From an optimization exercise on the open Yosys and OpenROAD flow, aimed at small area and a short achievable clock period; shortcuts taken in it are not production practice. Function was checked by simulation only, so behaviour that the tests miss may differ from the original. Power and IR drop assume default switching activity.

===== flow/constraint.sdc =====
create_clock -name core_clock -period 5.5 [get_ports {clk}]
set_input_delay 1.1000 -clock core_clock [delete_from_list [all_inputs] [get_ports {clk}]]
set_output_delay 1.1000 -clock core_clock [all_outputs]
set_load 0.01 [all_outputs]

===== flow/design.v =====
module fir_gen (input clk, input reset, input Load_x,
    input signed [7:0] x_in, input signed [7:0] c_in, output signed [7:0] y_out);
reg [7:0] c0, c1, c2;
reg [3:0] xo, xt, xn;
reg [15:0] a2r0;
reg [15:0] a2r1;
reg [16:0] a1r0;
reg [16:0] a1r1;
reg [16:0] a1r2;
reg [2:0] yq;
reg [7:0] yg;
reg [7:0] yp;
wire [8:0] xe = {x_in, 1'b0};
wire [3:0] bo, bt, bn;
genvar gi;
generate for (gi = 0; gi < 4; gi = gi + 1) begin : rec
  assign bo[gi] = xe[2*gi+1] ^ xe[2*gi];
  assign bt[gi] = (xe[2*gi+2] & ~xe[2*gi+1] & ~xe[2*gi]) | (~xe[2*gi+2] & xe[2*gi+1] & xe[2*gi]);
  assign bn[gi] = xe[2*gi+2];
end endgenerate
wire [3:0] xon = Load_x ? bo : xo;
wire [3:0] xtn = Load_x ? bt : xt;
wire [3:0] xnn = Load_x ? bn : xn;
wire p1;
wire p2;
wire p3;
wire p4;
wire p5;
wire p6;
wire p7;
wire p8;
wire p9;
wire p10;
wire p11;
wire p12;
wire p13;
wire p14;
wire p15;
wire p16;
wire p17;
wire p18;
wire p19;
wire p20;
wire p21;
wire p22;
wire p23;
wire p24;
wire p25;
wire p26;
wire p27;
wire p28;
wire p29;
wire p30;
wire p31;
wire p32;
wire p33;
wire p34;
wire p35;
wire p36;
wire s37;
wire c38;
wire s39;
wire c40;
wire s41;
wire c42;
wire s43;
wire c44;
wire s45;
wire c46;
wire s47;
wire c48;
wire s49;
wire c50;
wire s51;
wire c52;
wire s53;
wire c54;
wire s55;
wire c56;
wire s57;
wire c58;
wire s59;
wire c60;
wire s61;
wire c62;
wire s63;
wire c64;
wire s65;
wire c66;
wire s67;
wire c68;
wire s69;
wire c70;
wire s71;
wire c72;
wire s73;
wire c74;
wire s75;
wire c76;
wire s77;
wire c78;
wire s79;
wire c80;
wire p81;
wire p82;
wire p83;
wire p84;
wire p85;
wire p86;
wire p87;
wire p88;
wire p89;
wire p90;
wire p91;
wire p92;
wire p93;
wire p94;
wire p95;
wire p96;
wire p97;
wire p98;
wire p99;
wire p100;
wire p101;
wire p102;
wire p103;
wire p104;
wire p105;
wire p106;
wire p107;
wire p108;
wire p109;
wire p110;
wire p111;
wire p112;
wire p113;
wire p114;
wire p115;
wire p116;
wire s117;
wire c118;
wire s119;
wire c120;
wire s121;
wire c122;
wire s123;
wire c124;
wire s125;
wire c126;
wire s127;
wire c128;
wire s129;
wire c130;
wire s131;
wire c132;
wire s133;
wire c134;
wire s135;
wire c136;
wire s137;
wire c138;
wire s139;
wire c140;
wire s141;
wire c142;
wire s143;
wire c144;
wire s145;
wire c146;
wire s147;
wire c148;
wire s149;
wire c150;
wire s151;
wire c152;
wire s153;
wire c154;
wire s155;
wire c156;
wire s157;
wire c158;
wire s159;
wire c160;
wire s161;
wire c162;
wire s163;
wire c164;
wire s165;
wire c166;
wire s167;
wire c168;
wire s169;
wire c170;
wire s171;
wire c172;
wire s173;
wire c174;
wire s175;
wire c176;
wire s177;
wire c178;
wire s179;
wire c180;
wire s181;
wire c182;
wire s183;
wire c184;
wire s185;
wire c186;
wire s187;
wire c188;
wire s189;
wire c190;
wire s191;
wire c192;
wire p193;
wire p194;
wire p195;
wire p196;
wire p197;
wire p198;
wire p199;
wire p200;
wire p201;
wire p202;
wire p203;
wire p204;
wire p205;
wire p206;
wire p207;
wire p208;
wire p209;
wire p210;
wire p211;
wire p212;
wire p213;
wire p214;
wire p215;
wire p216;
wire p217;
wire p218;
wire p219;
wire p220;
wire p221;
wire p222;
wire p223;
wire p224;
wire p225;
wire p226;
wire p227;
wire p228;
wire s229;
wire c230;
wire s231;
wire c232;
wire s233;
wire c234;
wire s235;
wire c236;
wire s237;
wire c238;
wire s239;
wire c240;
wire s241;
wire c242;
wire s243;
wire c244;
wire s245;
wire c246;
wire s247;
wire c248;
wire s249;
wire c250;
wire s251;
wire c252;
wire s253;
wire c254;
wire s255;
wire c256;
wire s257;
wire c258;
wire s259;
wire c260;
wire s261;
wire c262;
wire s263;
wire c264;
wire s265;
wire c266;
wire s267;
wire c268;
wire s269;
wire c270;
wire s271;
wire c272;
wire s273;
wire c274;
wire s275;
wire c276;
wire s277;
wire c278;
wire s279;
wire c280;
wire s281;
wire c282;
wire s283;
wire c284;
wire s285;
wire c286;
wire s287;
wire c288;
wire s289;
wire c290;
wire s291;
wire c292;
wire s293;
wire c294;
wire s295;
wire c296;
wire s297;
wire c298;
wire s299;
wire c300;
wire s301;
wire c302;
wire s303;
wire c304;
wire s305;
wire c306;
wire s307;
wire c308;
wire s309;
wire c310;
wire s311;
wire c312;
wire s313;
wire c314;
wire s315;
wire c316;
wire s317;
wire c318;
wire s319;
wire c320;
wire g321;
wire o322;
wire g323;
wire g324;
wire o325;
wire g326;
wire g327;
wire o328;
wire g329;
wire g330;
wire o331;
wire g332;
wire g333;
wire o334;
wire g335;
wire g336;
wire o337;
wire g338;
wire g339;
wire o340;
wire g341;
wire g342;
wire o343;
wire g344;
wire g345;
wire o346;
wire g347;
wire g348;
wire o349;
wire g350;
wire g351;
wire o352;
wire g353;
wire g354;
wire o355;
wire g356;
wire g357;
wire o358;
wire g359;
wire s360;
wire c361;
wire s362;
wire c363;
wire s364;
wire c365;
wire s366;
wire c367;
wire s368;
wire c369;
wire s370;
wire c371;
wire s372;
wire c373;
wire g374;
wire o375;
wire g376;
wire g377;
wire o378;
wire g379;
wire g380;
wire o381;
wire g382;
wire g383;
wire o384;
wire g385;
wire g386;
wire o387;
wire g388;
wire g389;
wire o390;
wire g391;
wire g392;
wire o393;
wire g394;
wire g395;
wire o396;
wire g397;
wire g398;
wire o399;
wire g400;
wire g401;
wire o402;
wire g403;
wire g404;
wire o405;
wire g406;
wire x407;
wire x408;
wire x409;
wire x410;
wire x411;
wire x412;
wire n413;
wire n414;
wire o415;
wire x416;
wire o417;
wire x418;
wire o419;
wire x420;
wire o421;
wire x422;
wire o423;
wire x424;
wire o425;
wire x426;
wire o427;
wire n428;
wire g429;
wire o430;
wire g431;
wire g432;
wire o433;
wire g434;
wire o435;
wire g436;
wire g437;
wire o438;
wire g439;
wire g440;
wire o441;
wire g442;
wire g443;
wire o444;
wire g445;
wire g446;
wire o447;
wire g448;
wire g449;
wire o450;
wire g451;
wire g452;
wire o453;
wire g454;
wire g455;
wire o456;
wire g457;
wire g458;
wire o459;
wire g460;
wire x461;
wire g462;
wire o463;
wire x464;
wire g465;
wire o466;
wire x467;
wire g468;
wire o469;
wire x470;
wire g471;
wire o472;
wire x473;
wire g474;
wire o475;
wire x476;
wire g477;
wire o478;
wire x479;
wire g480;
wire o481;
wire x482;
assign p1 = (xo[0] & c2[0]) ^ xn[0];
assign p2 = ((xo[0] & c2[1]) | (xt[0] & c2[0])) ^ xn[0];
assign p3 = ((xo[0] & c2[2]) | (xt[0] & c2[1])) ^ xn[0];
assign p4 = ((xo[0] & c2[3]) | (xt[0] & c2[2])) ^ xn[0];
assign p5 = ((xo[0] & c2[4]) | (xt[0] & c2[3])) ^ xn[0];
assign p6 = ((xo[0] & c2[5]) | (xt[0] & c2[4])) ^ xn[0];
assign p7 = ((xo[0] & c2[6]) | (xt[0] & c2[5])) ^ xn[0];
assign p8 = ((xo[0] & c2[7]) | (xt[0] & c2[6])) ^ xn[0];
assign p9 = ~(((xo[0] & c2[7]) | (xt[0] & c2[7])) ^ xn[0]);
assign p10 = (xo[1] & c2[0]) ^ xn[1];
assign p11 = ((xo[1] & c2[1]) | (xt[1] & c2[0])) ^ xn[1];
assign p12 = ((xo[1] & c2[2]) | (xt[1] & c2[1])) ^ xn[1];
assign p13 = ((xo[1] & c2[3]) | (xt[1] & c2[2])) ^ xn[1];
assign p14 = ((xo[1] & c2[4]) | (xt[1] & c2[3])) ^ xn[1];
assign p15 = ((xo[1] & c2[5]) | (xt[1] & c2[4])) ^ xn[1];
assign p16 = ((xo[1] & c2[6]) | (xt[1] & c2[5])) ^ xn[1];
assign p17 = ((xo[1] & c2[7]) | (xt[1] & c2[6])) ^ xn[1];
assign p18 = ~(((xo[1] & c2[7]) | (xt[1] & c2[7])) ^ xn[1]);
assign p19 = (xo[2] & c2[0]) ^ xn[2];
assign p20 = ((xo[2] & c2[1]) | (xt[2] & c2[0])) ^ xn[2];
assign p21 = ((xo[2] & c2[2]) | (xt[2] & c2[1])) ^ xn[2];
assign p22 = ((xo[2] & c2[3]) | (xt[2] & c2[2])) ^ xn[2];
assign p23 = ((xo[2] & c2[4]) | (xt[2] & c2[3])) ^ xn[2];
assign p24 = ((xo[2] & c2[5]) | (xt[2] & c2[4])) ^ xn[2];
assign p25 = ((xo[2] & c2[6]) | (xt[2] & c2[5])) ^ xn[2];
assign p26 = ((xo[2] & c2[7]) | (xt[2] & c2[6])) ^ xn[2];
assign p27 = ~(((xo[2] & c2[7]) | (xt[2] & c2[7])) ^ xn[2]);
assign p28 = (xo[3] & c2[0]) ^ xn[3];
assign p29 = ((xo[3] & c2[1]) | (xt[3] & c2[0])) ^ xn[3];
assign p30 = ((xo[3] & c2[2]) | (xt[3] & c2[1])) ^ xn[3];
assign p31 = ((xo[3] & c2[3]) | (xt[3] & c2[2])) ^ xn[3];
assign p32 = ((xo[3] & c2[4]) | (xt[3] & c2[3])) ^ xn[3];
assign p33 = ((xo[3] & c2[5]) | (xt[3] & c2[4])) ^ xn[3];
assign p34 = ((xo[3] & c2[6]) | (xt[3] & c2[5])) ^ xn[3];
assign p35 = ((xo[3] & c2[7]) | (xt[3] & c2[6])) ^ xn[3];
assign p36 = ~(((xo[3] & c2[7]) | (xt[3] & c2[7])) ^ xn[3]);
fa_cell us37 (.a(xn[1]), .b(p3), .c(p10), .s(s37), .co(c38));
fa_cell us39 (.a(xn[2]), .b(p5), .c(p12), .s(s39), .co(c40));
fa_cell us41 (.a(p6), .b(p13), .c(p20), .s(s41), .co(c42));
fa_cell us43 (.a(xn[3]), .b(p7), .c(p14), .s(s43), .co(c44));
fa_cell us45 (.a(p8), .b(p15), .c(p22), .s(s45), .co(c46));
assign s47 = ~(p9 ^ p16);
assign c48 = p9 | p16;
fa_cell us49 (.a(p17), .b(p24), .c(p31), .s(s49), .co(c50));
fa_cell us51 (.a(p18), .b(p25), .c(p32), .s(s51), .co(c52));
fa_cell us53 (.a(p4), .b(p11), .c(c38), .s(s53), .co(c54));
fa_cell us55 (.a(p21), .b(p28), .c(c42), .s(s55), .co(c56));
fa_cell us57 (.a(p29), .b(c44), .c(s45), .s(s57), .co(c58));
fa_cell us59 (.a(p23), .b(p30), .c(s47), .s(s59), .co(c60));
fa_cell us61 (.a(p26), .b(p33), .c(c52), .s(s61), .co(c62));
fa_cell us63 (.a(xn[0]), .b(p1), .c(xnn[0]), .s(s63), .co(c64));
fa_cell us65 (.a(p19), .b(s39), .c(xnn[2]), .s(s65), .co(c66));
fa_cell us67 (.a(s43), .b(xnn[3]), .c(s55), .s(s67), .co(c68));
fa_cell us69 (.a(c46), .b(s59), .c(c58), .s(s69), .co(c70));
fa_cell us71 (.a(c48), .b(s49), .c(c60), .s(s71), .co(c72));
fa_cell us73 (.a(p27), .b(p34), .c(c62), .s(s73), .co(c74));
fa_cell us75 (.a(c40), .b(s41), .c(c66), .s(s75), .co(c76));
fa_cell us77 (.a(c56), .b(s57), .c(c68), .s(s77), .co(c78));
fa_cell us79 (.a(c50), .b(s51), .c(c72), .s(s79), .co(c80));
assign p81 = (xo[0] & c1[0]) ^ xn[0];
assign p82 = ((xo[0] & c1[1]) | (xt[0] & c1[0])) ^ xn[0];
assign p83 = ((xo[0] & c1[2]) | (xt[0] & c1[1])) ^ xn[0];
assign p84 = ((xo[0] & c1[3]) | (xt[0] & c1[2])) ^ xn[0];
assign p85 = ((xo[0] & c1[4]) | (xt[0] & c1[3])) ^ xn[0];
assign p86 = ((xo[0] & c1[5]) | (xt[0] & c1[4])) ^ xn[0];
assign p87 = ((xo[0] & c1[6]) | (xt[0] & c1[5])) ^ xn[0];
assign p88 = ((xo[0] & c1[7]) | (xt[0] & c1[6])) ^ xn[0];
assign p89 = ~(((xo[0] & c1[7]) | (xt[0] & c1[7])) ^ xn[0]);
assign p90 = (xo[1] & c1[0]) ^ xn[1];
assign p91 = ((xo[1] & c1[1]) | (xt[1] & c1[0])) ^ xn[1];
assign p92 = ((xo[1] & c1[2]) | (xt[1] & c1[1])) ^ xn[1];
assign p93 = ((xo[1] & c1[3]) | (xt[1] & c1[2])) ^ xn[1];
assign p94 = ((xo[1] & c1[4]) | (xt[1] & c1[3])) ^ xn[1];
assign p95 = ((xo[1] & c1[5]) | (xt[1] & c1[4])) ^ xn[1];
assign p96 = ((xo[1] & c1[6]) | (xt[1] & c1[5])) ^ xn[1];
assign p97 = ((xo[1] & c1[7]) | (xt[1] & c1[6])) ^ xn[1];
assign p98 = ~(((xo[1] & c1[7]) | (xt[1] & c1[7])) ^ xn[1]);
assign p99 = (xo[2] & c1[0]) ^ xn[2];
assign p100 = ((xo[2] & c1[1]) | (xt[2] & c1[0])) ^ xn[2];
assign p101 = ((xo[2] & c1[2]) | (xt[2] & c1[1])) ^ xn[2];
assign p102 = ((xo[2] & c1[3]) | (xt[2] & c1[2])) ^ xn[2];
assign p103 = ((xo[2] & c1[4]) | (xt[2] & c1[3])) ^ xn[2];
assign p104 = ((xo[2] & c1[5]) | (xt[2] & c1[4])) ^ xn[2];
assign p105 = ((xo[2] & c1[6]) | (xt[2] & c1[5])) ^ xn[2];
assign p106 = ((xo[2] & c1[7]) | (xt[2] & c1[6])) ^ xn[2];
assign p107 = ~(((xo[2] & c1[7]) | (xt[2] & c1[7])) ^ xn[2]);
assign p108 = (xo[3] & c1[0]) ^ xn[3];
assign p109 = ((xo[3] & c1[1]) | (xt[3] & c1[0])) ^ xn[3];
assign p110 = ((xo[3] & c1[2]) | (xt[3] & c1[1])) ^ xn[3];
assign p111 = ((xo[3] & c1[3]) | (xt[3] & c1[2])) ^ xn[3];
assign p112 = ((xo[3] & c1[4]) | (xt[3] & c1[3])) ^ xn[3];
assign p113 = ((xo[3] & c1[5]) | (xt[3] & c1[4])) ^ xn[3];
assign p114 = ((xo[3] & c1[6]) | (xt[3] & c1[5])) ^ xn[3];
assign p115 = ((xo[3] & c1[7]) | (xt[3] & c1[6])) ^ xn[3];
assign p116 = ~(((xo[3] & c1[7]) | (xt[3] & c1[7])) ^ xn[3]);
ha_cell us117 (.a(a2r0[6]), .b(a2r1[6]), .s(s117), .co(c118));
fa_cell us119 (.a(a2r0[1]), .b(a2r1[1]), .c(p82), .s(s119), .co(c120));
fa_cell us121 (.a(a2r0[2]), .b(a2r1[2]), .c(p83), .s(s121), .co(c122));
fa_cell us123 (.a(a2r0[3]), .b(p84), .c(p91), .s(s123), .co(c124));
fa_cell us125 (.a(a2r0[4]), .b(a2r1[4]), .c(p85), .s(s125), .co(c126));
fa_cell us127 (.a(a2r0[5]), .b(p86), .c(p93), .s(s127), .co(c128));
fa_cell us129 (.a(s117), .b(p87), .c(p94), .s(s129), .co(c130));
fa_cell us131 (.a(a2r0[7]), .b(c118), .c(p88), .s(s131), .co(c132));
fa_cell us133 (.a(p95), .b(p102), .c(p109), .s(s133), .co(c134));
fa_cell us135 (.a(a2r0[8]), .b(a2r1[8]), .c(p89), .s(s135), .co(c136));
fa_cell us137 (.a(p96), .b(p103), .c(p110), .s(s137), .co(c138));
fa_cell us139 (.a(a2r0[9]), .b(a2r1[9]), .c(p97), .s(s139), .co(c140));
fa_cell us141 (.a(a2r0[10]), .b(p98), .c(p105), .s(s141), .co(c142));
fa_cell us143 (.a(a2r0[11]), .b(a2r1[11]), .c(p106), .s(s143), .co(c144));
fa_cell us145 (.a(a2r0[12]), .b(p107), .c(p114), .s(s145), .co(c146));
fa_cell us147 (.a(a2r0[13]), .b(a2r1[13]), .c(p115), .s(s147), .co(c148));
fa_cell us149 (.a(p90), .b(c120), .c(s121), .s(s149), .co(c150));
fa_cell us151 (.a(p92), .b(p99), .c(c124), .s(s151), .co(c152));
fa_cell us153 (.a(p100), .b(c126), .c(s127), .s(s153), .co(c154));
fa_cell us155 (.a(p101), .b(p108), .c(c128), .s(s155), .co(c156));
fa_cell us157 (.a(c130), .b(s131), .c(s133), .s(s157), .co(c158));
fa_cell us159 (.a(c132), .b(c134), .c(s135), .s(s159), .co(c160));
fa_cell us161 (.a(p104), .b(p111), .c(c136), .s(s161), .co(c162));
fa_cell us163 (.a(p112), .b(c140), .c(s141), .s(s163), .co(c164));
fa_cell us165 (.a(p113), .b(c142), .c(s143), .s(s165), .co(c166));
fa_cell us167 (.a(a2r0[14]), .b(p116), .c(c148), .s(s167), .co(c168));
fa_cell us169 (.a(a2r0[0]), .b(p81), .c(xnn[0]), .s(s169), .co(c170));
fa_cell us171 (.a(c122), .b(s123), .c(c150), .s(s171), .co(c172));
fa_cell us173 (.a(s125), .b(xnn[2]), .c(s151), .s(s173), .co(c174));
fa_cell us175 (.a(s129), .b(xnn[3]), .c(c154), .s(s175), .co(c176));
fa_cell us177 (.a(s137), .b(c158), .c(s159), .s(s177), .co(c178));
fa_cell us179 (.a(c138), .b(s139), .c(c160), .s(s179), .co(c180));
fa_cell us181 (.a(c144), .b(s145), .c(c166), .s(s181), .co(c182));
fa_cell us183 (.a(c152), .b(s153), .c(c174), .s(s183), .co(c184));
fa_cell us185 (.a(c156), .b(s157), .c(c176), .s(s185), .co(c186));
fa_cell us187 (.a(s161), .b(c178), .c(s179), .s(s187), .co(c188));
fa_cell us189 (.a(c162), .b(s163), .c(c180), .s(s189), .co(c190));
fa_cell us191 (.a(c146), .b(s147), .c(c182), .s(s191), .co(c192));
assign p193 = (xo[0] & c0[0]) ^ xn[0];
assign p194 = ((xo[0] & c0[1]) | (xt[0] & c0[0])) ^ xn[0];
assign p195 = ((xo[0] & c0[2]) | (xt[0] & c0[1])) ^ xn[0];
assign p196 = ((xo[0] & c0[3]) | (xt[0] & c0[2])) ^ xn[0];
assign p197 = ((xo[0] & c0[4]) | (xt[0] & c0[3])) ^ xn[0];
assign p198 = ((xo[0] & c0[5]) | (xt[0] & c0[4])) ^ xn[0];
assign p199 = ((xo[0] & c0[6]) | (xt[0] & c0[5])) ^ xn[0];
assign p200 = ((xo[0] & c0[7]) | (xt[0] & c0[6])) ^ xn[0];
assign p201 = ~(((xo[0] & c0[7]) | (xt[0] & c0[7])) ^ xn[0]);
assign p202 = (xo[1] & c0[0]) ^ xn[1];
assign p203 = ((xo[1] & c0[1]) | (xt[1] & c0[0])) ^ xn[1];
assign p204 = ((xo[1] & c0[2]) | (xt[1] & c0[1])) ^ xn[1];
assign p205 = ((xo[1] & c0[3]) | (xt[1] & c0[2])) ^ xn[1];
assign p206 = ((xo[1] & c0[4]) | (xt[1] & c0[3])) ^ xn[1];
assign p207 = ((xo[1] & c0[5]) | (xt[1] & c0[4])) ^ xn[1];
assign p208 = ((xo[1] & c0[6]) | (xt[1] & c0[5])) ^ xn[1];
assign p209 = ((xo[1] & c0[7]) | (xt[1] & c0[6])) ^ xn[1];
assign p210 = ~(((xo[1] & c0[7]) | (xt[1] & c0[7])) ^ xn[1]);
assign p211 = (xo[2] & c0[0]) ^ xn[2];
assign p212 = ((xo[2] & c0[1]) | (xt[2] & c0[0])) ^ xn[2];
assign p213 = ((xo[2] & c0[2]) | (xt[2] & c0[1])) ^ xn[2];
assign p214 = ((xo[2] & c0[3]) | (xt[2] & c0[2])) ^ xn[2];
assign p215 = ((xo[2] & c0[4]) | (xt[2] & c0[3])) ^ xn[2];
assign p216 = ((xo[2] & c0[5]) | (xt[2] & c0[4])) ^ xn[2];
assign p217 = ((xo[2] & c0[6]) | (xt[2] & c0[5])) ^ xn[2];
assign p218 = ((xo[2] & c0[7]) | (xt[2] & c0[6])) ^ xn[2];
assign p219 = ~(((xo[2] & c0[7]) | (xt[2] & c0[7])) ^ xn[2]);
assign p220 = (xo[3] & c0[0]) ^ xn[3];
assign p221 = ((xo[3] & c0[1]) | (xt[3] & c0[0])) ^ xn[3];
assign p222 = ((xo[3] & c0[2]) | (xt[3] & c0[1])) ^ xn[3];
assign p223 = ((xo[3] & c0[3]) | (xt[3] & c0[2])) ^ xn[3];
assign p224 = ((xo[3] & c0[4]) | (xt[3] & c0[3])) ^ xn[3];
assign p225 = ((xo[3] & c0[5]) | (xt[3] & c0[4])) ^ xn[3];
assign p226 = ((xo[3] & c0[6]) | (xt[3] & c0[5])) ^ xn[3];
assign p227 = ((xo[3] & c0[7]) | (xt[3] & c0[6])) ^ xn[3];
assign p228 = ~(((xo[3] & c0[7]) | (xt[3] & c0[7])) ^ xn[3]);
ha_cell us229 (.a(a1r0[6]), .b(a1r1[6]), .s(s229), .co(c230));
ha_cell us231 (.a(a1r0[4]), .b(a1r1[4]), .s(s231), .co(c232));
ha_cell us233 (.a(a1r0[5]), .b(p198), .s(s233), .co(c234));
fa_cell us235 (.a(a1r2[6]), .b(s229), .c(p199), .s(s235), .co(c236));
ha_cell us237 (.a(p206), .b(p213), .s(s237), .co(c238));
fa_cell us239 (.a(a1r0[7]), .b(c230), .c(p200), .s(s239), .co(c240));
fa_cell us241 (.a(p207), .b(p214), .c(p221), .s(s241), .co(c242));
fa_cell us243 (.a(a1r0[8]), .b(a1r1[8]), .c(p201), .s(s243), .co(c244));
fa_cell us245 (.a(p208), .b(p215), .c(p222), .s(s245), .co(c246));
fa_cell us247 (.a(a1r0[9]), .b(p209), .c(p216), .s(s247), .co(c248));
fa_cell us249 (.a(a1r0[10]), .b(a1r1[10]), .c(p210), .s(s249), .co(c250));
fa_cell us251 (.a(a1r0[11]), .b(a1r1[11]), .c(a1r2[11]), .s(s251), .co(c252));
ha_cell us253 (.a(a1r0[2]), .b(a1r1[2]), .s(s253), .co(c254));
ha_cell us255 (.a(a1r0[3]), .b(p196), .s(s255), .co(c256));
fa_cell us257 (.a(s231), .b(p197), .c(p204), .s(s257), .co(c258));
fa_cell us259 (.a(c232), .b(p205), .c(p212), .s(s259), .co(c260));
fa_cell us261 (.a(p220), .b(c234), .c(s237), .s(s261), .co(c262));
fa_cell us263 (.a(c238), .b(c236), .c(s239), .s(s263), .co(c264));
fa_cell us265 (.a(c240), .b(c242), .c(s243), .s(s265), .co(c266));
fa_cell us267 (.a(p223), .b(c244), .c(c246), .s(s267), .co(c268));
fa_cell us269 (.a(p217), .b(p224), .c(c248), .s(s269), .co(c270));
fa_cell us271 (.a(s251), .b(p218), .c(p225), .s(s271), .co(c272));
fa_cell us273 (.a(a1r0[12]), .b(c252), .c(p219), .s(s273), .co(c274));
ha_cell us275 (.a(a1r0[1]), .b(a1r1[1]), .s(s275), .co(c276));
fa_cell us277 (.a(s253), .b(p195), .c(p202), .s(s277), .co(c278));
fa_cell us279 (.a(c254), .b(p203), .c(s255), .s(s279), .co(c280));
fa_cell us281 (.a(p211), .b(c256), .c(s257), .s(s281), .co(c282));
fa_cell us283 (.a(s233), .b(c258), .c(s259), .s(s283), .co(c284));
fa_cell us285 (.a(c260), .b(s235), .c(s261), .s(s285), .co(c286));
fa_cell us287 (.a(s241), .b(c262), .c(s263), .s(s287), .co(c288));
fa_cell us289 (.a(s245), .b(c264), .c(s265), .s(s289), .co(c290));
fa_cell us291 (.a(s247), .b(c266), .c(s267), .s(s291), .co(c292));
fa_cell us293 (.a(s249), .b(c268), .c(s269), .s(s293), .co(c294));
fa_cell us295 (.a(c250), .b(s271), .c(c270), .s(s295), .co(c296));
fa_cell us297 (.a(p226), .b(c272), .c(s273), .s(s297), .co(c298));
fa_cell us299 (.a(a1r0[13]), .b(p227), .c(c274), .s(s299), .co(c300));
fa_cell us301 (.a(a1r0[14]), .b(a1r1[14]), .c(p228), .s(s301), .co(c302));
ha_cell us303 (.a(a1r0[0]), .b(p193), .s(s303), .co(c304));
ha_cell us305 (.a(p194), .b(s275), .s(s305), .co(c306));
ha_cell us307 (.a(c276), .b(s277), .s(s307), .co(c308));
ha_cell us309 (.a(c278), .b(s279), .s(s309), .co(c310));
ha_cell us311 (.a(c280), .b(s281), .s(s311), .co(c312));
ha_cell us313 (.a(c282), .b(s283), .s(s313), .co(c314));
ha_cell us315 (.a(c284), .b(s285), .s(s315), .co(c316));
ha_cell us317 (.a(c286), .b(s287), .s(s317), .co(c318));
ha_cell us319 (.a(c288), .b(s289), .s(s319), .co(c320));
assign g321 = s305 & c304;
assign o322 = c306 | g321;
assign g323 = s305 & s303;
assign g324 = s309 & c308;
assign o325 = c310 | g324;
assign g326 = s309 & s307;
assign g327 = s313 & c312;
assign o328 = c314 | g327;
assign g329 = s313 & s311;
assign g330 = s317 & c316;
assign o331 = c318 | g330;
assign g332 = s317 & s315;
assign g333 = s307 & o322;
assign o334 = c308 | g333;
assign g335 = s307 & g323;
assign g336 = g326 & o322;
assign o337 = o325 | g336;
assign g338 = g326 & g323;
assign g339 = s315 & o328;
assign o340 = c316 | g339;
assign g341 = s315 & g329;
assign g342 = g332 & o328;
assign o343 = o331 | g342;
assign g344 = g332 & g329;
assign g345 = s311 & o337;
assign o346 = c312 | g345;
assign g347 = s311 & g338;
assign g348 = g329 & o337;
assign o349 = o328 | g348;
assign g350 = g329 & g338;
assign g351 = g341 & o337;
assign o352 = o340 | g351;
assign g353 = g341 & g338;
assign g354 = g344 & o337;
assign o355 = o343 | g354;
assign g356 = g344 & g338;
assign g357 = s319 & o355;
assign o358 = c320 | g357;
assign g359 = s319 & g356;
ha_cell us360 (.a(c290), .b(s291), .s(s360), .co(c361));
ha_cell us362 (.a(c292), .b(s293), .s(s362), .co(c363));
ha_cell us364 (.a(c294), .b(s295), .s(s364), .co(c365));
ha_cell us366 (.a(c296), .b(s297), .s(s366), .co(c367));
ha_cell us368 (.a(c298), .b(s299), .s(s368), .co(c369));
ha_cell us370 (.a(c300), .b(s301), .s(s370), .co(c371));
ha_cell us372 (.a(a1r0[15]), .b(c302), .s(s372), .co(c373));
assign g374 = s362 & c361;
assign o375 = c363 | g374;
assign g376 = s362 & s360;
assign g377 = s366 & c365;
assign o378 = c367 | g377;
assign g379 = s366 & s364;
assign g380 = s370 & c369;
assign o381 = c371 | g380;
assign g382 = s370 & s368;
assign g383 = s364 & o375;
assign o384 = c365 | g383;
assign g385 = s364 & g376;
assign g386 = g379 & o375;
assign o387 = o378 | g386;
assign g388 = g379 & g376;
assign g389 = s372 & o381;
assign o390 = c373 | g389;
assign g391 = s372 & g382;
assign g392 = s372 & o381;
assign o393 = c373 | g392;
assign g394 = s372 & g382;
assign g395 = s368 & o387;
assign o396 = c369 | g395;
assign g397 = s368 & g388;
assign g398 = g382 & o387;
assign o399 = o381 | g398;
assign g400 = g382 & g388;
assign g401 = g391 & o387;
assign o402 = o390 | g401;
assign g403 = g391 & g388;
assign g404 = g394 & o387;
assign o405 = o393 | g404;
assign g406 = g394 & g388;
assign x407 = s362 ^ c361;
assign x408 = s364 ^ o375;
assign x409 = s366 ^ o384;
assign x410 = s368 ^ o387;
assign x411 = s370 ^ o396;
assign x412 = s372 ^ o399;
assign n413 = ~o402;
assign n414 = ~s360;
assign o415 = c361 | s360;
assign x416 = s362 ^ o415;
assign o417 = o375 | g376;
assign x418 = s364 ^ o417;
assign o419 = o384 | g385;
assign x420 = s366 ^ o419;
assign o421 = o387 | g388;
assign x422 = s368 ^ o421;
assign o423 = o396 | g397;
assign x424 = s370 ^ o423;
assign o425 = o399 | g400;
assign x426 = s372 ^ o425;
assign o427 = o402 | g403;
assign n428 = ~o427;
assign g429 = s319 & c318;
assign o430 = c320 | g429;
assign g431 = s319 & s317;
assign g432 = yq[2] & yq[0];
assign o433 = yq[1] | g432;
assign g434 = yp[1] & yg[0];
assign o435 = yg[1] | g434;
assign g436 = yp[1] & yp[0];
assign g437 = yp[3] & yg[2];
assign o438 = yg[3] | g437;
assign g439 = yp[3] & yp[2];
assign g440 = yp[5] & yg[4];
assign o441 = yg[5] | g440;
assign g442 = yp[5] & yp[4];
assign g443 = yp[2] & o435;
assign o444 = yg[2] | g443;
assign g445 = yp[2] & g436;
assign g446 = g439 & o435;
assign o447 = o438 | g446;
assign g448 = g439 & g436;
assign g449 = yp[6] & o441;
assign o450 = yg[6] | g449;
assign g451 = yp[6] & g442;
assign g452 = yp[4] & o447;
assign o453 = yg[4] | g452;
assign g454 = yp[4] & g448;
assign g455 = g442 & o447;
assign o456 = o441 | g455;
assign g457 = g442 & g448;
assign g458 = g451 & o447;
assign o459 = o450 | g458;
assign g460 = g451 & g448;
assign x461 = yp[0] ^ o433;
assign g462 = yp[0] & o433;
assign o463 = yg[0] | g462;
assign x464 = yp[1] ^ o463;
assign g465 = g436 & o433;
assign o466 = o435 | g465;
assign x467 = yp[2] ^ o466;
assign g468 = g445 & o433;
assign o469 = o444 | g468;
assign x470 = yp[3] ^ o469;
assign g471 = g448 & o433;
assign o472 = o447 | g471;
assign x473 = yp[4] ^ o472;
assign g474 = g454 & o433;
assign o475 = o453 | g474;
assign x476 = yp[5] ^ o475;
assign g477 = g457 & o433;
assign o478 = o456 | g477;
assign x479 = yp[6] ^ o478;
assign g480 = g460 & o433;
assign o481 = o459 | g480;
assign x482 = yp[7] ^ o481;
always @(posedge clk or posedge reset)
  if (reset) begin
    xo <= 4'd0; xt <= 4'd0; xn <= 4'd0; c0 <= 8'd0; c1 <= 8'd0; c2 <= 8'd0;
    a2r0 <= 16'd22016; a2r1 <= 16'd0; a1r0 <= 17'd43776; a1r1 <= 17'd0; a1r2 <= 17'd0; yq <= 3'd0; yg <= 8'd0; yp <= 8'd0;
  end else begin
    xo <= xon; xt <= xtn; xn <= xnn;
    if (!Load_x) begin c2 <= c_in; c1 <= c2; c0 <= c1; end
    a2r0 <= {1'b0,p36,p35,s73,c80,s79,s71,c78,s77,c76,s75,c54,s53,s37,p2,s63};
    a2r1 <= {1'b0,1'b0,c74,1'b0,s61,1'b0,c70,s69,1'b0,s67,1'b0,s65,1'b0,xnn[1],c64,1'b0};
    a1r0 <= {1'b0,c168,c192,s191,s181,c190,c188,s187,c186,s185,c184,s183,c172,s171,xnn[1],s119,s169};
    a1r1 <= {1'b0,1'b0,s167,1'b0,1'b0,c164,s189,1'b0,s177,1'b0,s155,1'b0,s173,1'b0,s149,c170,1'b0};
    a1r2 <= {1'b0,1'b0,1'b0,1'b0,1'b0,s165,1'b0,1'b0,1'b0,1'b0,s175,1'b0,1'b0,1'b0,1'b0,1'b0,1'b0};
    yq <= {g431,o430,o352};
    yg <= {1'b0,c373,c371,c369,c367,c365,c363,c361};
    yp <= {1'b1,s372,s370,s368,s366,s364,s362,s360};
  end
assign y_out = {x482,x479,x476,x473,x470,x467,x464,x461};
endmodule
module fa_cell (input a, input b, input c, output s, output co);
assign {co, s} = a + b + c;
endmodule
module ha_cell (input a, input b, output s, output co);
assign {co, s} = a + b;
endmodule

===== flow/flow/run.sh =====
#!/bin/bash
# Own layout flow: the standard flow (standard.sh), with two changes after synthesis:
#  - the input and output port buffers are buf_1 cells (buffer_ports -buffer_cell)
#  - clock tree synthesis without dummy loads
# Each step's full output goes to its own log file in this folder.
set -euo pipefail
bash standard.sh synth > synth.log 2>&1
export BUFFER_PORTS_ARGS="-buffer_cell sky130_fd_sc_hd__buf_1"
export CTS_ARGS="-sink_clustering_enable -repair_clock_nets -dont_use_dummy_load"
bash standard.sh floorplan > floorplan.log 2>&1
bash standard.sh place > place.log 2>&1
bash standard.sh cts > cts.log 2>&1
bash standard.sh route > route.log 2>&1
bash standard.sh finish > finish.log 2>&1
test -f out/final.def

===== flow/config.mk =====
export PLATFORM = sky130hd
export DESIGN_NAME = fir_gen
export DESIGN_NICKNAME = fir_gen
export VERILOG_FILES = /design/flow/design.v
export SDC_FILE = /design/flow/constraint.sdc
export NUM_CORES = 4
export LEC_CHECK = 0
export ABC_CLOCK_PERIOD_IN_PS = 2000
export CAP_MARGIN = 20
export CORE_MARGIN = 2
export CORE_UTILIZATION = 50
export SETUP_SLACK_MARGIN = 2.5
export SLEW_MARGIN = 20
export SYNTH_HIERARCHICAL = 1
export SYNTH_MINIMUM_KEEP_SIZE = 0

===== flow/standard.sh =====
#!/bin/bash
# synth_recipe.tcl (not shown) runs the flow's synth.tcl, then flattens the netlist and writes it again
# the make line also repeats each setting of config.mk as NAME=value (left out here)
make -C /OpenROAD-flow-scripts/flow DESIGN_CONFIG=/design/flow/config.mk WORK_HOME=/design/flow/orfs CLKGATE_MAP_FILE= SYNTH_SCRIPT=/design/flow/synth_recipe.tcl "${@:-finish}"

==> key figures, run 1 <==
Cells and area
  – FILL cells: 1269
  – Final std cells w/o fill: 790
  – Share of cells above drive strength 1: 0.190
  – Final #Nets: around 740
  – Area Growth Syn to Fin: 8.88%
  – Ant. Diodes: 0

Route
  – WL final: about 16000 um
  – Routed wire per std cell: 20.2 um
  – DR pass1 iterations: 4
  – Detailed-route via count: ~4.6k
  – DRT antenna net count: 0
  – DRC: 0
  – Initial DRC Count: 250
  – Vias per cell: 5.85

Pwr
  – Reported leakage power: 3.18 nW
  – Sequential Power Share: 0.284
  – PwrDens: 609 nW/um^2
  – Internal power: approximately 2.9 mW
  – Net Sw Frac: 0.409
  – Gate power share: 0.603
  – Total power after layout: 4.89 mW
  – Switch Pwr: 2.00 mW
  – Maximum vdd drop: roughly 0.00019 V
  – Clk pwr share: 0.113

Critical path
  – Critical path origin: xo[0]$_DFFE_PP0P_
  – Worst path max stage delay: 0.55 ns
  – Worst reg2reg startpoint: xo[0]$_DFFE_PP0P_
  – Critical path launch point type: register
  – Worst Path Required: approximately 5.7 ns
  – Critical path class: reg -> reg
  – R2r worst-path depth: 7
  – Worst R2R Setup Slack: approximately 2.6 ns
  – Slowest-stage cell, CP: dfrtp_4
  – CP Cell Sequence: buf_4 > a22oi_2 > xnor2_1 > fa_1 > fa_1 > fa_1 > fa_1
  – CP Max Fanout: 9
  – Reg2reg end: a2r0[7]$_DFF_PP0_
  – Cell mode on critical path: fa_1
  – Worst Setup EP: a2r0[7]$_DFF_PP0_
  – Arrival time at the worst endpoint: roughly 3.2 ns
  – Crit. End Element: register

Yosys
  – Share of the yosys chip area belonging to registers: 0.344
  – Synth Cell Area: roughly 7400 um^2
  – Mapped Nets: about 740
  – Synthesized area per cell: 12.2 um^2
  – Top post-synthesis cells by area: dfrtp_1 (31%), fa_1 (24%), xnor2_1 (12%)
  – Synth top area share: 0.312
  – Post-Syn Instances: between 600 and 700
  – Synth unique cells: 37
  – Biggest area consumer among synthesized cells: dfrtp_1
  – Synthesis warning total: 7
  – FF+latch count, synth: 101

GRT
  – Vias in the first global route: 5048
  – First-pass GRT wire length: 26200 um
  – Initial antenna violation count: 0
  – Largest net degree at the start of global routing: 44
  – GRT Total Usage: 0.212
  – GR Overflow Total: 0

Outcome
  – Status: finished clean

Timing
  – Slew @ Worst Pin: 0.637 ns
  – Final TNS setup: 0 ns
  – Endpoints failing setup: 0
  – Final-report max-slew violation count: 0
  – RSZ-0062 raised after global routing: true
  – Setup Skew: about 0.012 ns
  – Hold Fails Final Rpt: 0
  – Tcrit/Tclk final: 0.534
  – Final worst slack: 2.56 ns
  – Post-layout minimum cycle time: 2.94 ns
  – Relative slew slack: 0.574
  – Maximum achievable frequency: 0.340 GHz

Die
  – Initial Util: 0.510
  – Die area: approximately 16000 um^2
  – Die H: ~130 um
  – Die Wd: 126 um
  – Core area: 14500 um^2
  – IO Count: 27
  – Cell row count: 44

Placement
  – Routability cong.: 0.799
  – Worst slack, placed: 2.05 ns
  – Port bufs: 26
  – DPL Wire Length: 10200 um
  – Cells after DPL: approximately 760

Clock tree
  – Maximum root-to-sink buffer count: 2
  – CTS tree: yes
  – Clk sinks: around 100
  – Clock-pin slew on the worst setup and hold paths: approximately 0.070 ns
  – CTS root buffer: clkbuf_16
  – Hold buffers post-CTS: 0
  – Worst-Skew Late Latency: 0.35 ns
  – Clock buffers created by TritonCTS: 9
  – H-tree Lvls: 3

Job
  – MaxCap Viol Count: 0

Hold path
  – Min-delay worst type: reg -> reg
-- modules after synthesis, one instance, submodules excluded --
module	flops+latches	area, um^2
fa_cell	0	20.0
ha_cell	0	12.5
fir_gen	101	5330
-- cells in the final DEF, fill, tap and decap left out, types with 4 or more instances in the layout --
cell type / netlist / final
xnor2_1: 102 / 102
fa_1: 88 / 87
a22oi_1: 84 / 80
dfrtp_1: 92 / 80
mux2_2: 30 / 30
buf_4: 8 / 30
ha_1: 26 / 26
buf_1: 8 / 23
nand2_1: 17 / 17
nor2_1: 13 / 13
xor2_1: 13 / 13
a21oi_1: 13 / 12
o21ai_0: 13 / 12
dfstp_2: 9 / 9
clkbuf_16: 0 / 9
dfrtp_4: 0 / 9
buf_6: 0 / 6
inv_1: 6 / 5
a21o_1: 4 / 4
nor3_1: 5 / 4
a22oi_2: 0 / 4
-- cell usage after synthesis, drive strengths merged --
cell,n
a2bb2oi,1
a21o,4
or4,2
o311ai,1
buf,31
fa,88
nand3b,2
a311oi,2
dfstp,9
nor2,13
nor3,5
clkbuf,39
xor2,13
xnor2,102
or2,1
a22oi,84
nand2,17
o21ai,14
nand2b,1
nand3,1
o2bb2ai,1
inv,6
a31oi,1
and2,1
mux2,30
nor4,1
a21oi,14
or3b,1
o211a,1
dfrtp,92
ha,26
conb,1
-- sequential cells by signal (all words and copies together), names as in the netlist --
name  cells
yq        3
xn        4
xt        4
yg        7
xo        4
a1r0     15
a2r0     15
a2r1      7
c0        8
yp        8
a1r2      2
a1r1      8
c1        8
c2        8
-- cell families after synthesis --
group | count (synthesis) | share of synthesized area
compound gates | 123 | 0.118
flops | 101 | 0.344
xor+xnor | 115 | 0.136
mux | 30 | 0.0457
simple gates | 45 | 0.0279
fa+ha+maj | 114 | 0.283
buf+inv | 76 | 0.0454
other cells | 1 | 0.000508
-- worst min-delay path by stage --
stage,startpoint,cells after the start,to,slack (ns)
3_3_place_gp,a2r0[0]$_DFF_PP0_,1,a1r0[0]$_DFF_PP0_,0.54
2_1_floorplan,a2r1[1]$_DFF_PP0_,1,a1r0[1]$_DFF_PP0_,0.51
6_report,a2r0[0]$_DFF_PP0_,1,a1r0[0]$_DFF_PP0_,0.55
3_5_place_dp,a2r0[0]$_DFF_PP0_,1,a1r0[0]$_DFF_PP0_,0.55
5_1_grt,a1r0[15]$_DFF_PP1_,1,yg[6]$_DFF_PP0_,0.59
4_1_cts,a2r0[0]$_DFF_PP0_,1,a1r0[0]$_DFF_PP0_,0.56
-- power by group through the flow --
stage	sequential, mW	clock (mW)	combinational (mW)
2_1_floorplan	1.25	0	2.38
3_3_place_gp	1.41	0	2.77
3_5_place_dp	1.42	0	2.90
4_1_cts	1.40	0.565	2.96
5_1_grt	1.43	0.591	3.54
6_report	1.39	0.551	2.95
-- metal layers --
layer	vias up	GRT usage	share of wire
met4	0	0.0732	0.022
met1	2437	0.292	0.45
met3	27	0.0317	0.044
met5	-	0	0
li1	2048	-	-
met2	107	0.345	0.49
-- layout make-up --
type,instances,area [um^2],area share
Clock buffer,9,225,0.0280
Sequential cell,101,2580,0.320
Multi-Input combinational cell,428,4590,0.571
Inverter,6,26.3,0.00327
Tap cell,184,230,0.0286
Timing Repair Buffer,62,394,0.0490
-- critical path: cells and delay by family, from the launching register on --
| kind | cells | cell delay (ns) |
|---|---|---|
| AOI/OAI and AO/OA | 1 | 0.20 |
| xor gates and xnor gates | 1 | 0.11 |
| adders and majority gates | 4 | 1.73 |
| buffers and inverters | 1 | 0.21 |
| DFF | 1 | 0.55 |
-- stage by stage --
stage / util / hold WS, ns / area, um^2
floorplan: - / 0.512 / 7390
global route: 0.555 / 0.594 / 8040
finish: 0.555 / 0.552 / 8040
global placement: 0.517 / 0.535 / 7490
detailed placement: 0.517 / 0.549 / 7490
CTS: 0.542 / 0.563 / 7850
-- what timing repair did --
action	4_1_cts	5_1_grt
resized for setup	23	20
setup endpoints to repair	34	8
pin swaps	2	6
buffers inserted	9	16
==> inputs of run 2 (changes only) <==
==> flow/config.mk (replaced) <==
export PLATFORM = sky130hd
export DESIGN_NAME = fir_gen
export DESIGN_NICKNAME = fir_gen
export VERILOG_FILES = /design/flow/design.v
export SDC_FILE = /design/flow/constraint.sdc
export NUM_CORES = 4
export LEC_CHECK = 0
export CAP_MARGIN = 20
export CORE_MARGIN = 2
export CORE_UTILIZATION = 50
export SETUP_SLACK_MARGIN = 2.4
export SLEW_MARGIN = 20
export SYNTH_HIERARCHICAL = 1
export SYNTH_MINIMUM_KEEP_SIZE = 0
==> run 2 against run 1 <==
  * Synthesized area unchanged
  * Total power fell by 1.0%
  * Global-route usage decreased by 0.86 points
  * Final area shrank 2.8%
  * Utilization down 1.6 points
  * Die area stayed put
  * Synthesized cell count unchanged
  * Via count fell by 3.1%
  * Sequential power is essentially flat
  * Critical path type is now reg -> out
  * Largest power group unchanged
==> key figures, run 2 <==
Yosys
  – Share of the yosys chip area belonging to registers: 0.344 (unchanged)
  – Adder-cell share of the synthesized area: 0.283 (unchanged)
  – Mapped Nets: 738 (unchanged)
  – Combinational family with the most area after synthesis: adder cells
  – Post-Syn Instances: 605 (unchanged)
  – Synthesis warning total: 7 (unchanged)
  – Compound-cell area share of the yosys netlist: 0.118 (unchanged)
  – Commonest cells in the netlist: xnor2_1 (102), dfrtp_1 (92), fa_1 (88)
  – Number of enable flip-flop cells after synthesis: 0 (unchanged)
  – Most used DFF post-synth: dfrtp_1
  – Biggest area consumer among synthesized cells: dfrtp_1
  – Mux cell area share after synthesis: 0.0457 (unchanged)
  – Post-synth ARST share: 1.00 (unchanged)
  – Most used standard cell by instance count after synthesis: xnor2_1
  – Post-synthesis simple-gate area fraction: 0.0279 (unchanged)
  – Synth Cell Area: 7390 um^2 (unchanged)
  – Top post-synthesis cells by area: dfrtp_1 (31%), fa_1 (24%), xnor2_1 (12%)
  – Synth Area in XOR/XNOR: 0.136 (unchanged)
  – Synth unique cells: 37 (unchanged)
  – Synthesized area per cell: 12.2 um^2 (unchanged)
  – Synth top area share: 0.312 (unchanged)
  – FF+latch count, synth: 101 (unchanged)

Timing
  – Final TNS setup: 0 ns (unchanged)
  – Maximum achievable frequency: 0.328 GHz (-3.7%)
  – Slew @ Worst Pin: 0.646 ns (+0.00911 ns)
  – Endpoints failing setup: 0 (unchanged)
  – Final-report max-slew violation count: 0 (unchanged)
  – Tcrit/Tclk final: 0.555 (+0.0204)
  – RSZ-0062 raised after global routing: true
  – Setup Skew: 0.0134 ns (+0.00139 ns)
  – Post-layout minimum cycle time: 3.05 ns (+0.112 ns)
  – Hold Fails Final Rpt: 0 (unchanged)
  – Relative slew slack: 0.569 (-0.00518)

Critical path
  – CP Cell Sequence: a21o_1 > o2bb2ai_2 > or4_4 > o311ai_2 > buf_2
  – Critical path launch point type: register
  – Slowest-stage cell, CP: or4_4
  – CP Buf/Inv Count: 1 (unchanged)
  – Worst Path Required: 4.40 ns (-1.32 ns)
  – Arrival time at the worst endpoint: 1.95 ns (-1.21 ns)
  – CP Max Fanout: 5 (-4)
  – Worst R2R Setup Slack: 2.50 ns (-0.06 ns)
  – Crit. End Element: output pin
  – Worst reg2reg startpoint: xt[1]$_DFFE_PP0P_
  – Top delay family on crit path: simple AND/OR/NAND/NOR gates
  – Critical path class: reg -> out
  – Worst path max stage delay: 0.55 ns (about the same)
  – R2r worst-path depth: 7 (unchanged)
  – Reg2reg end: yq[2]$_DFF_PP0_

Route
  – Initial DRC Count: 242 (-3.2%)
  – Vias per cell: 5.82 (-0.43%)
  – DRC: 0 (unchanged)
  – WL final: 15100 um (-5.2%)
  – Routed wire per std cell: 19.7 um (-2.6%)
  – DRT antenna net count: 0 (unchanged)
  – Detailed-route via count: 4477 (-3.1%)
  – DR pass1 iterations: 5 (+1)

GRT
  – Vias in the first global route: 4920 (-2.5%)
  – First-pass GRT wire length: 25300 um (-3.3%)
  – GR Overflow Total: 0 (unchanged)
  – GRT Total Usage: 0.203 (-0.00860)
  – Largest net degree at the start of global routing: 52 (+18%)
  – Initial antenna violation count: 0 (unchanged)

Pwr
  – Net Sw Frac: 0.410 (+0.00121)
  – Internal power: 2.86 mW (-1.2%)
  – Total power after layout: 4.84 mW (-1.0%)
  – Clk pwr share: 0.112 (about the same)
  – Maximum vdd drop: 0.000211 V (+13%)
  – Gate power share: 0.599 (-0.004)
  – Sequential Power Share: 0.289 (+0.005)
  – Reported leakage power: 3.06 nW (-3.7%)
  – Switch Pwr: 1.99 mW (-0.73%)
  – PwrDens: 620 nW/um^2 (+1.8%)

Job
  – MaxCap Viol Count: 0 (unchanged)

Clock tree
  – Maximum root-to-sink buffer count: 2 (unchanged)
  – CTS tree: yes
  – Clk sinks: 101 (unchanged)
  – H-tree Lvls: 3 (unchanged)
  – Clock buffers created by TritonCTS: 9 (unchanged)
  – CTS root buffer: clkbuf_16
  – Worst-Skew Late Latency: 0.35 ns (about the same)
  – Clock-pin slew on the worst setup and hold paths: 0.06 ns (about the same)

Placement
  – Port bufs: 26 (unchanged)
  – DPL Wire Length: 10400 um (+1.7%)
  – Placed inst area: 7480 um^2 (-0.10%)
  – Routability cong.: 0.826 (+3.4%)
  – Cells after DPL: 755 (-0.13%)

Die
  – Initial Util: 0.510 (unchanged)
  – Die area: 15800 um^2 (unchanged)
  – Core area: 14500 um^2 (unchanged)
  – Die Wd: 126 um (unchanged)
  – IO Count: 27 (unchanged)
  – Cell row count: 44 (unchanged)
  – Die H: 126 um (unchanged)

Hold path
  – Min-delay worst type: reg -> reg
  – Worst Hold Path Cells: 1 (unchanged)
  – Hold Path End: a1r0[1]$_DFF_PP0_
  – Worst Hold Launch: a2r1[1]$_DFF_PP0_

Cells and area
  – Area Growth Syn to Fin: 5.81%
  – Final core utilization: 0.540 (-0.0156)
  – Ant. Diodes: 0 (unchanged)
  – Share of cells above drive strength 1: 0.144 (-0.0462)
  – Most frequent cells in the layout: xnor2_1 (102), fa_1 (88), a22oi_1 (84)
  – Final #Nets: 720 (-2.8%)
  – Regs by FF count: a1r0 (15), a2r0 (15)
  – Most common cell after layout, fill and taps aside: xnor2_1
  – Final std cells w/o fill: 769 (-2.7%)
  – Final Cell Area: 7820 um^2 (-2.8%)

Outcome
  – Status: finished clean
[run 2: cell counts after synthesis]
Identical to the previous run, type by type.
[run 2: worst max-delay path by stage]
stage / from / to / slack [ns] / depth (start not counted)
floorplan: xo[0]$_DFFE_PP0P_ / yq[2]$_DFF_PP0_ / 2.46 / 9
global placement: xo[0]$_DFFE_PP0P_ / yq[2]$_DFF_PP0_ / 2.15 / 7
detailed placement: xo[1]$_DFFE_PP0P_ / yq[2]$_DFF_PP0_ / 2.09 / 7
CTS: xn[2]$_DFF_PP0_ / yq[2]$_DFF_PP0_ / 2.41 / 7
global route: xn[2]$_DFF_PP0_ / a1r0[9]$_DFF_PP1_ / 2.39 / 6
finish: yp[3]$_DFF_PP0_ / y_out[7] / 2.45 / 5
[run 2: power groups by stage]
stage          sequential, mW  clock [mW]  combinational (mW)
2_1_floorplan            1.25           0                2.38
3_3_place_gp             1.41           0                2.75
3_5_place_dp             1.42           0                2.94
4_1_cts                  1.41       0.559                2.95
5_1_grt                  1.44       0.585                3.41
6_report                 1.40       0.542                2.90
[run 2: stage by stage]
| stage | hold WS, ns | worst slack (ns) |
|---|---|---|
| final | 0.554 | 2.45 |
| after global routing | 0.576 | 2.39 |
| after CTS | 0.556 | 2.41 |
| after detailed placement | 0.541 | 2.09 |
| after global placement | 0.551 | 2.15 |
| after floorplan | 0.512 | 2.46 |
[run 2: per-module statistics from Yosys, one instance, submodules excluded]
module / area, um^2 / copies in the design / cells / flip-flops and latches
ha_cell: 12.5 / 24 / 1 / 0
fa_cell: 20.0 / 88 / 1 / 0
fir_gen: 5330 / 1 / 493 / 101
[run 2: cell families (layout without fill, tap and decap cells)]
family                   after synthesis  in the layout
buffers and inverters                 76             56
multiplexers                          30             30
flip-flops                           101            101
XOR/XNOR                             115            115
AND/OR/NAND/NOR                       45             45
adder cells (fa/ha/maj)              114            114
AO/OA/AOI/OAI                        123            123
other                                  1              1
[run 2: per-layer routing]
layer	GRT usage	vias to the layer above	routed length, um
met4	0.0660	0	221
met3	0.0295	17	429
met2	0.338	87	7810
met5	0	-	0
met1	0.276	2370	6670
li1	-	2003	-
[run 2: layout make-up]
cell class | instances | area, um^2
Inverter | 6 | 26.3
Fill cell | 1253 | 6660
Tap cell | 184 | 230
Clock buffer | 9 | 225
Timing Repair Buffer | 41 | 233
Sequential cell | 101 | 2570
Multi-Input combinational cell | 428 | 4530
[run 2: timing repair]
action,in CTS,in global routing
buffers inserted,0,4
resized for setup,11,14
setup endpoints to repair,24,12
hold buffers,0,0
==> inputs of run 3 (changes only) <==
--- a/flow/config.mk
+++ b/flow/config.mk
@@ -8,7 +8,8 @@
 export CAP_MARGIN = 20
 export CORE_MARGIN = 2
 export CORE_UTILIZATION = 50
-export SETUP_SLACK_MARGIN = 2.4
+export SETUP_SLACK_MARGIN = 2.5
 export SLEW_MARGIN = 20
 export SYNTH_HIERARCHICAL = 1
 export SYNTH_MINIMUM_KEEP_SIZE = 0
+export TNS_END_PERCENT = 0
==> run 3 against run 2 <==
  * Largest cell class unchanged
  * Clock power fell by 0.7%
  * Largest power group unchanged
  * Sequential power about the same
  * Clock-buffer cell count unchanged
  * Fmax grew 2.2%
  * Synthesized area did not move
  * Clock skew hardly changed
==> key figures, run 3 <==
Timing
  – Endpoints failing setup: 0 (unchanged)
  – Setup Skew: 0.0130 ns (-0.000425 ns)
  – Hold Fails Final Rpt: 0 (unchanged)
  – Final-report max-slew violation count: 0 (unchanged)
  – RSZ-0062 raised after global routing: true
  – Maximum achievable frequency: 0.335 GHz (+2.2%)
  – Relative slew slack: 0.566 (-0.00323)
  – Slew @ Worst Pin: 0.651 ns (+0.00485 ns)
  – Post-layout minimum cycle time: 2.99 ns (-0.0657 ns)
  – Final TNS setup: 0 ns (unchanged)
  – Tcrit/Tclk final: 0.543 (-0.0120)

Clock tree
  – Worst-Skew Late Latency: 0.35 ns (about the same)
  – Hold buffers post-CTS: 0 (unchanged)
  – Clock buffers created by TritonCTS: 9 (unchanged)
  – CTS tree: yes
  – H-tree Lvls: 3 (unchanged)
  – Maximum root-to-sink buffer count: 2 (unchanged)
  – Clk sinks: 101 (unchanged)
  – Clock-pin slew on the worst setup and hold paths: 0.06 ns (about the same)
  – CTS root buffer: clkbuf_16

Yosys
  – Top post-synthesis cells by area: dfrtp_1 (31%), fa_1 (24%), xnor2_1 (12%)
  – Synthesis warning total: 7 (unchanged)
  – Biggest area consumer among synthesized cells: dfrtp_1
  – FF+latch count, synth: 101 (unchanged)
  – Commonest cells in the netlist: xnor2_1 (102), dfrtp_1 (92), fa_1 (88)
  – Post-Syn Instances: 605 (unchanged)
  – Mapped Nets: 738 (unchanged)
  – Synth top area share: 0.312 (unchanged)
  – Most used DFF post-synth: dfrtp_1
  – Share of the yosys chip area belonging to registers: 0.344 (unchanged)
  – Synth Cell Area: 7390 um^2 (unchanged)
  – Number of enable flip-flop cells after synthesis: 0 (unchanged)
  – Most used standard cell by instance count after synthesis: xnor2_1
  – Synth unique cells: 37 (unchanged)
  – Post-synth ARST share: 1.00 (unchanged)
  – Synthesized area per cell: 12.2 um^2 (unchanged)

Critical path
  – Crit. End Element: output pin
  – Worst Path Required: 4.40 ns (about the same)
  – Worst R2R Setup Slack: 2.56 ns (+0.06 ns)
  – Worst reg2reg startpoint: xt[1]$_DFFE_PP0P_
  – CP Max Fanout: 5 (unchanged)
  – Arrival time at the worst endpoint: 1.89 ns (-0.06 ns)
  – R2r worst-path depth: 7 (unchanged)
  – Reg2reg end: yq[2]$_DFF_PP0_
  – Critical path launch point type: register
  – Critical path class: reg -> out

Die
  – Cell row count: 44 (unchanged)
  – IO Count: 27 (unchanged)
  – Die H: 126 um (unchanged)
  – Core area: 14500 um^2 (unchanged)
  – Die area: 15800 um^2 (unchanged)
  – Initial Util: 0.510 (unchanged)
  – Die Wd: 126 um (unchanged)

GRT
  – Vias in the first global route: 4930 (+0.20%)
  – First-pass GRT wire length: 25300 um (about the same)
  – Initial antenna violation count: 0 (unchanged)
  – Largest net degree at the start of global routing: 52 (unchanged)
  – GR Overflow Total: 0 (unchanged)
  – GRT Total Usage: 0.203 (+0.000241)

Hold path
  – Hold Path End: a1r0[1]$_DFF_PP0_
  – Min-delay worst type: reg -> reg
  – Worst Hold Launch: a2r1[1]$_DFF_PP0_
  – Worst Hold Path Cells: 1 (unchanged)

Route
  – Detailed-route via count: 4516 (+0.87%)
  – Initial DRC Count: 244 (+0.83%)
  – Routed wire per std cell: 19.9 um (+1.1%)
  – DRC: 0 (unchanged)
  – DR pass1 iterations: 7 (+2)
  – DRT antenna net count: 0 (unchanged)
  – Vias per cell: 5.83 (about the same)
  – WL final: 15400 um (+1.9%)

Pwr
  – PwrDens: 618 nW/um^2 (-0.25%)
  – Maximum vdd drop: 0.000211 V (+0.19%)
  – Reported leakage power: 3.10 nW (+1.1%)

Placement
  – Port bufs: 26 (unchanged)
  – Cells after DPL: 755 (unchanged)
  – Routability cong.: 0.826 (unchanged)
  – DPL Wire Length: 10400 um (unchanged)

Cells and area
  – Most frequent cells in the layout: xnor2_1 (102), fa_1 (87), a22oi_1 (84)
  – Share of cells above drive strength 1: 0.154 (+0.0104)
  – FILL cells: 1249 (-0.32%)
  – Area Growth Syn to Fin: 6.76%
  – Most common cell after layout, fill and taps aside: xnor2_1
  – Ant. Diodes: 0 (unchanged)
  – Regs by FF count: a1r0 (15), a2r0 (15)
  – Final #Nets: 726 (+0.83%)
  – Final std cells w/o fill: 775 (+0.78%)

Outcome
  – Status: finished clean

Job
  – MaxCap Viol Count: 0 (unchanged)
-- run 3: cell counts after synthesis --
Identical to the previous run, type by type.
-- run 3: area by class of cell --
class                      instances  area (um^2)  area share
sequential                       101         2570       0.326
inverter                           6         26.3     0.00333
clock buffer                       9          225      0.0286
timing repair buffer              47          285      0.0362
multi-input combinational        428         4550       0.577
tap                              184          230      0.0292
-- run 3: worst max-delay path by stage --
| stage | from | to | depth (start not counted) |
|---|---|---|---|
| finish | yp[3]$_DFF_PP0_ | y_out[6] | 5 |
| global route | yp[4]$_DFF_PP0_ | y_out[7] | 5 |
| CTS | yp[2]$_DFF_PP0_ | y_out[7] | 5 |
| detailed placement | xo[1]$_DFFE_PP0P_ | yq[2]$_DFF_PP0_ | 7 |
| global placement | xo[0]$_DFFE_PP0P_ | yq[2]$_DFF_PP0_ | 7 |
| floorplan | xo[0]$_DFFE_PP0P_ | yq[2]$_DFF_PP0_ | 9 |
-- run 3: worst max-delay path, stage by stage (launching register included) --
cell,delay [ns]
dfrtp_1,0.41
a21o_1,0.21
o2bb2ai_4,0.15
or4_1,0.51
o211a_1,0.14
buf_1,0.12
-- run 3: where the power goes --
part | internal (mW) | switching, mW | total [mW]
logic | 1.47 | 1.48 | 2.95
registers | 1.12 | 0.270 | 1.39
clock network | 0.289 | 0.249 | 0.538
-- run 3: logic make-up after synthesis --
family	synth area share
adder cells (fa/ha/maj)	0.283
AO/OA/AOI/OAI	0.118
buffers and inverters	0.0454
flip-flops	0.344
multiplexers	0.0457
other	0.000508
XOR/XNOR	0.136
AND/OR/NAND/NOR	0.0279
-- run 3: metrics by stage --
stage	area, um^2	hold slack, ns	total power, mW	worst slack (ns)	utilization
2_1_floorplan	7390	0.512	3.63	2.46	-
3_3_place_gp	7480	0.551	4.16	2.15	0.517
3_5_place_dp	7480	0.541	4.35	2.09	0.517
4_1_cts	7730	0.556	4.92	2.42	0.534
5_1_grt	7890	0.576	5.47	2.43	0.545
6_report	7890	0.555	4.88	2.51	0.545
-- run 3: metal layers --
layer / vias to the layer above / share of wire / global-route usage
met4: 0 / 0.013 / 0.0660
met2: 78 / 0.52 / 0.339
met5: - / 0 / 0
met1: 2412 / 0.44 / 0.276
li1: 2013 / - / -
met3: 13 / 0.033 / 0.0295
-- run 3: per-module statistics from Yosys, one instance, submodules excluded --
| module | cell area [um^2] | cells inside | flip-flops and latches | times used |
|---|---|---|---|---|
| fa_cell | 20.0 | 1 | 0 | 88 |
| fir_gen | 5330 | 493 | 101 | 1 |
| ha_cell | 12.5 | 1 | 0 | 24 |
-- run 3: what timing repair did --
action                     in CTS  in global routing
setup endpoints to repair      29                 20
buffers inserted                0                 10
pin swaps                       0                  3
gates resized for setup        13                 15
cloned                          0                  0
==> inputs of run 4 (changes only) <==
--- a/flow/config.mk
+++ b/flow/config.mk
@@ -12,4 +12,4 @@
 export SLEW_MARGIN = 20
 export SYNTH_HIERARCHICAL = 1
 export SYNTH_MINIMUM_KEEP_SIZE = 0
-export TNS_END_PERCENT = 0
+export TNS_END_PERCENT = 60
==> run 4 against run 3 <==
  * Largest cell class unchanged
  * First-iteration DRC count rose by 31%
  * Flip-flop and latch count did not move
  * Still clean
  * Final area rose by 0.94%
  * Largest power group unchanged
==> key figures, run 4 <==
Yosys
  – Synth unique cells: 37 (unchanged)
  – Post-Syn Instances: 605 (unchanged)
  – FF+latch count, synth: 101 (unchanged)
  – Biggest area consumer among synthesized cells: dfrtp_1
  – Synth top area share: 0.312 (unchanged)
  – Top post-synthesis cells by area: dfrtp_1 (31%), fa_1 (24%), xnor2_1 (12%)
  – Synthesized area per cell: 12.2 um^2 (unchanged)
  – Share of the yosys chip area belonging to registers: 0.344 (unchanged)
  – Number of enable flip-flop cells after synthesis: 0 (unchanged)
  – Mapped Nets: 738 (unchanged)

GRT
  – Vias in the first global route: 4952 (+0.45%)
  – Largest net degree at the start of global routing: 52 (unchanged)
  – Initial antenna violation count: 0 (unchanged)
  – GR Overflow Total: 0 (unchanged)
  – GRT Total Usage: 0.206 (+0.00268)

Placement
  – Cells after DPL: 755 (unchanged)
  – Worst slack, placed: 2.09 ns (unchanged)
  – DPL Wire Length: 10400 um (unchanged)
  – Port bufs: 26 (unchanged)
  – Routability cong.: 0.826 (unchanged)

Cells and area
  – Regs by FF count: a1r0 (15), a2r0 (15)
  – Most common cell after layout, fill and taps aside: xnor2_1
  – Most frequent cells in the layout: xnor2_1 (102), fa_1 (85), a22oi_1 (84)
  – Final std cells w/o fill: 784 (+1.2%)
  – Multi-input logic area: 4550 um^2 (+0.11%)
  – Final #Nets: 735 (+1.2%)
  – Ant. Diodes: 0 (unchanged)
  – FF+latch area: 2570 um^2 (about the same)
  – Area Growth Syn to Fin: 7.76%

Pwr
  – Internal power: 2.89 mW (+0.37%)
  – Total power after layout: 4.89 mW (+0.35%)
  – Sequential Power Share: 0.284 (-0.002)
  – Gate power share: 0.606 (+0.002)
  – PwrDens: 615 nW/um^2 (-0.58%)
  – Switch Pwr: 2.01 mW (+0.32%)
  – Reported leakage power: 3.14 nW (+1.3%)
  – Clk pwr share: 0.111 (about the same)

Die
  – IO Count: 27 (unchanged)
  – Cell row count: 44 (unchanged)
  – Die H: 126 um (unchanged)
  – Die area: 15800 um^2 (unchanged)
  – Die Wd: 126 um (unchanged)

Critical path
  – Arrival time at the worst endpoint: 1.89 ns (about the same)
  – Critical path class: reg -> out
  – Critical path launch point type: register
  – CP Max Fanout: 5 (unchanged)

Clock tree
  – Hold buffers post-CTS: 0 (unchanged)
  – Clock buffers created by TritonCTS: 9 (unchanged)
  – Worst-Skew Late Latency: 0.35 ns (about the same)
  – Maximum root-to-sink buffer count: 2 (unchanged)
  – H-tree Lvls: 3 (unchanged)
  – Clock-pin slew on the worst setup and hold paths: 0.06 ns (about the same)
  – CTS tree: yes
  – Clk sinks: 101 (unchanged)

Timing
  – Relative slew slack: 0.559 (-0.00675)
  – Hold Fails Final Rpt: 0 (unchanged)
  – Final-report max-slew violation count: 0 (unchanged)
  – Tcrit/Tclk final: 0.543 (about the same)
  – Maximum achievable frequency: 0.335 GHz (about the same)
  – Final TNS setup: 0 ns (unchanged)

Route
  – DR WL met2: 8000 um (+0.68%)
  – DR pass1 iterations: 5 (-2)
  – DRC: 0 (unchanged)
  – Vias per cell: 5.82 (-0.14%)
  – DRT met1 WL: 7020 um (+3.6%)
  – Top Layer Used: met4
  – DRT antenna net count: 0 (unchanged)
  – Detailed-route via count: 4562 (+1.0%)

Outcome
  – Status: finished clean

Hold path
  – Worst Hold Path Cells: 1 (unchanged)

Job
  – MaxCap Viol Count: 0 (unchanged)
## run 4: metrics by stage
stage | area [um^2] | util | hold slack [ns]
after floorplan | 7390 | - | 0.512
after global placement | 7480 | 0.517 | 0.551
after detailed placement | 7480 | 0.517 | 0.541
after CTS | 7750 | 0.536 | 0.556
after global routing | 7960 | 0.550 | 0.576
final | 7960 | 0.550 | 0.555
## run 4: path summary, 6_finish.rpt
check / slack (ns) / endpoint / start
setup / recovery: 2.51 / y_out[6] / yp[3]$_DFF_PP0_
hold / removal: 0.56 / a1r0[1]$_DFF_PP0_ / a2r1[1]$_DFF_PP0_
setup reg to reg: 2.56 / yq[2]$_DFF_PP0_ / xt[1]$_DFFE_PP0P_
hold reg to reg: 0.56 / a1r0[1]$_DFF_PP0_ / a2r1[1]$_DFF_PP0_
max in group asynchronous: 3.69 / xo[2]$_DFFE_PP0P_ / reset
min in group asynchronous: 0.74 / a1r1[14]$_DFF_PP0_ / reset
## run 4: final cells by class
type,instances,area share
flip-flops and latches,101,0.323
clock buffers,9,0.0283
multi-input cells,428,0.572
well taps,184,0.0289
inverters,6,0.00330
repair buffers,56,0.0443
## run 4: per-module statistics from Yosys (local to each module, per instance)
module	flip-flops and latches	cell area [um^2]	copies in the design
ha_cell	0	12.5	24
fir_gen	101	5330	1
fa_cell	0	20.0	88
## run 4: routing by layer
metal  vias up  global-route usage
li1       2033                   -
met1      2415               0.281
met2        97               0.342
met3        17              0.0295
met4         0              0.0673
met5         -                   0
## run 4: timing repair
item,4_1_cts,5_1_grt
pin swaps,0,3
endpoints found under the setup margin,29,13
gates resized for setup,17,14
setup buffers,2,17
## run 4: kinds of logic (layout without fill, tap and decap cells)
kind of cell | count (synthesis) | count (layout) | share of synthesized area
AO/OA/AOI/OAI | 123 | 123 | 0.118
XOR/XNOR | 115 | 115 | 0.136
adder cells (fa/ha/maj) | 114 | 114 | 0.283
flip-flops | 101 | 101 | 0.344
buffers and inverters | 76 | 71 | 0.0454
AND/OR/NAND/NOR | 45 | 45 | 0.0279
multiplexers | 30 | 30 | 0.0457
other | 1 | 1 | 0.000508
## run 4: critical path: stages (launching register included)
cell	delay [ns]
dfrtp_1	0.41
a21o_1	0.21
o2bb2ai_4	0.15
or4_1	0.51
o211a_1	0.14
buf_1	0.12
## run 4: power groups by stage
stage | Combinational, mW | Sequential, mW | Clock (mW)
finish | 2.96 | 1.39 | 0.541
floorplan | 2.38 | 1.25 | 0
global route | 3.48 | 1.43 | 0.583
global placement | 2.75 | 1.41 | 0
detailed placement | 2.94 | 1.42 | 0
CTS | 2.96 | 1.41 | 0.559

Setup slack of run 4, layout unchanged: 2.513 ns with ideal ports, 2.472 ns with driving cells assumed (clock clkbuf_16, inputs buf_2), 2.345 ns with port delays also shifted by the 0.387 ns mid clock arrival.
